From an optimization exercise on the open Yosys and OpenROAD flow, aimed at small area and a short achievable clock period; shortcuts taken in it are not production practice. Function was checked by simulation only, so behaviour that the tests miss may differ from the original. No driver is modelled on the clock port, so clocking that relies on it looks cheaper here than on a real chip.

==> job 908: inputs <==
Design pipelinediv, start of the top module:
module pipelinediv (clock, dividend, divisor, quotient, remainder);
input clock;
input [31:0] dividend;
input [15:0] divisor;
output [31:0] quotient;
output [15:0] remainder;
reg [31:0] x0;
reg [15:0] d0;
always @(posedge clock) begin x0 <= dividend; d0 <= ~divisor; end
wire [0:0] g1s0_s = x0[31];
wire [0:0] g1s0_g = g1s0_s[0] | d0[0];
wire [0:0] g1s0_p = g1s0_s[0:0] ^ d0[0:0];
wire [0:0] g1s0_b = {1'b1};
wire g1s0_q = g1s0_g[0] & (&d0[15:1]);
wire [0:0] g1s0_df = g1s0_p[0:0] ^ g1s0_b[0:0];
wire [0:0] g1s0_r = g1s0_q ? g1s0_df : g1s0_s[0:0];
wire [31:0] g1s0_x = {x0[30:0], g1s0_q};
reg [31:0] x1;
reg [15:0] d1;
reg [0:0] r1;
always @(posedge clock) begin x1 <= g1s0_x; d1 <= d0; r1 <= g1s0_r; end
wire [1:0] g2s0_s = {r1, x1[31]};
wire [1:0] g2s0_g = {g2s0_s[1:1] & d1[1:1], g2s0_s[0] | d1[0]};
wire [1:0] g2s0_p = g2s0_s[1:0] ^ d1[1:0];
wire g2s0_G0_1 = g2s0_g[1] | (g2s0_p[1] & g2s0_g[0]);
wire [1:0] g2s0_b = {g2s0_g[0], 1'b1};
wire g2s0_q = g2s0_G0_1 & (&d1[15:2]);
wire [1:0] g2s0_df = g2s0_p[1:0] ^ g2s0_b[1:0];
wire [1:0] g2s0_r = g2s0_q ? g2s0_df : g2s0_s[1:0];
wire [31:0] g2s0_x = {x1[30:0], g2s0_q};
reg [31:0] x2;
reg [15:0] d2;
reg [1:0] r2;
always @(posedge clock) begin x2 <= g2s0_x; d2 <= d1; r2 <= g2s0_r; end
wire [2:0] g3s0_s = {r2, x2[31]};
wire [2:0] g3s0_g = {g3s0_s[2:1] & d2[2:1], g3s0_s[0] | d2[0]};
wire [2:0] g3s0_p = g3s0_s[2:0] ^ d2[2:0];
wire g3s0_G0_1 = g3s0_g[1] | (g3s0_p[1] & g3s0_g[0]);
wire g3s0_G1_2 = g3s0_g[2] | (g3s0_p[2] & g3s0_G0_1);
wire [2:0] g3s0_b = {g3s0_G0_1, g3s0_g[0], 1'b1};
wire g3s0_q = g3s0_G1_2 & (&d2[15:3]);
  ...
==> flow/config.mk <==
export PLATFORM = sky130hd
export DESIGN_NAME = pipelinediv
export DESIGN_NICKNAME = pipelinediv
export VERILOG_FILES = /design/flow/design.v
export SDC_FILE = /design/flow/constraint.sdc
export NUM_CORES = 4
export LEC_CHECK = 0
export CAP_MARGIN = 20
export CORE_MARGIN = 2
export CORE_UTILIZATION = 70
export PLACE_DENSITY = 0.8
export SLEW_MARGIN = 20
==> flow/constraint.sdc <==
create_clock -name core_clock -period 18.0 [get_ports {clock}]
set_input_delay 3.6000 -clock core_clock [delete_from_list [all_inputs] [get_ports {clock}]]
set_output_delay 3.6000 -clock core_clock [all_outputs]
set_load 0.01 [all_outputs]
standard.sh (not shown) runs the stock make flow with config.mk's settings and CLKGATE_MAP_FILE= SYNTH_SCRIPT=/design/flow/synth_recipe.tcl, a recipe that flattens the netlist after the stock synthesis.
==> flow/flow/run.sh <==
#!/bin/bash
set -euo pipefail
bash standard.sh "BUFFER_PORTS_ARGS=-buffer_cell sky130_fd_sc_hd__buf_2" "CTS_ARGS=-sink_clustering_enable -repair_clock_nets -dont_use_dummy_load -buf_list sky130_fd_sc_hd__clkbuf_16 -sink_clustering_size 30 -sink_clustering_max_diameter 80 -balance_levels" finish > make_finish.log 2>&1
==> job 4701: changes against job 908 <==
==> flow/flow/run.sh (replaced) <==
#!/bin/bash
set -euo pipefail
bash standard.sh "BUFFER_PORTS_ARGS=-buffer_cell sky130_fd_sc_hd__buf_2" "CTS_ARGS=-sink_clustering_enable -repair_clock_nets -dont_use_dummy_load -buf_list sky130_fd_sc_hd__clkbuf_16 -sink_clustering_size 30 -sink_clustering_max_diameter 80" "SETUP_SLACK_MARGIN=13.5" finish > make_finish.log 2>&1
==> run notes <==
- Of job 908 and job 4701, job 4701 has the higher register-to-register slack (gap 0.14 ns).
- In job 908 the maximum frequency is smaller than in job 4701, by about 0.37%.
- Between job 4701 and job 908, the lower non-clock buffer count is in job 908 (gap 7).
- Synthesized area is the same in job 908 and job 4701.
==> figures <==
Run status: job 4701 no timing/DRC/antenna violations; job 908 no timing/DRC/antenna violations
Per-cell via count in the routed design: job 4701 5.13; job 908 5.13
Count of non-filler cells in the finished layout: job 4701 5026; job 908 5019
Worst hold slack across all endpoints: job 4701 0.294 ns; job 908 0.292 ns
Max-slew headroom: job 4701 32.2%; job 908 32.3%
Share of final layout cell area taken by non-clock buffers: job 4701 1.18%; job 908 0.852%
Min Tclk post-route: job 4701 4.71 ns; job 908 4.73 ns
Max rail drop VDD: job 4701 117 µV; job 908 117 µV
Final setup margin: job 4701 13.29 ns; job 908 13.27 ns
Worst R2R End: job 4701 r18[8]; job 908 r16[4]

-- re-timing with driven ports --
How much do the figures lean on ideal ports? The routed layouts below were timed once more, with nothing changed but the port constraints. Step 1, drivers: a clkbuf_16 drives clock and a buf_2 each remaining input, both assumed. Step 2 also shifts input and output timing later by t, the mid clock arrival at the registers, as if the neighbouring blocks saw the same clock. a / b / c = ideal / step 1 / step 2; a / b = the first two.
| run | shift t [ns] | setup WS [ns] | worst setup path after step 2 | clock arrival spread, ns |
|---|---|---|---|---|
| job 908 | 0.680 | 13.274 / 13.211 / 13.594 | register to register | 0.079 / 0.079 |
| job 4701 | 0.682 | 13.291 / 13.228 / 13.726 | register to register | 0.083 / 0.083 |
After both steps setup and hold are still met in every run listed.
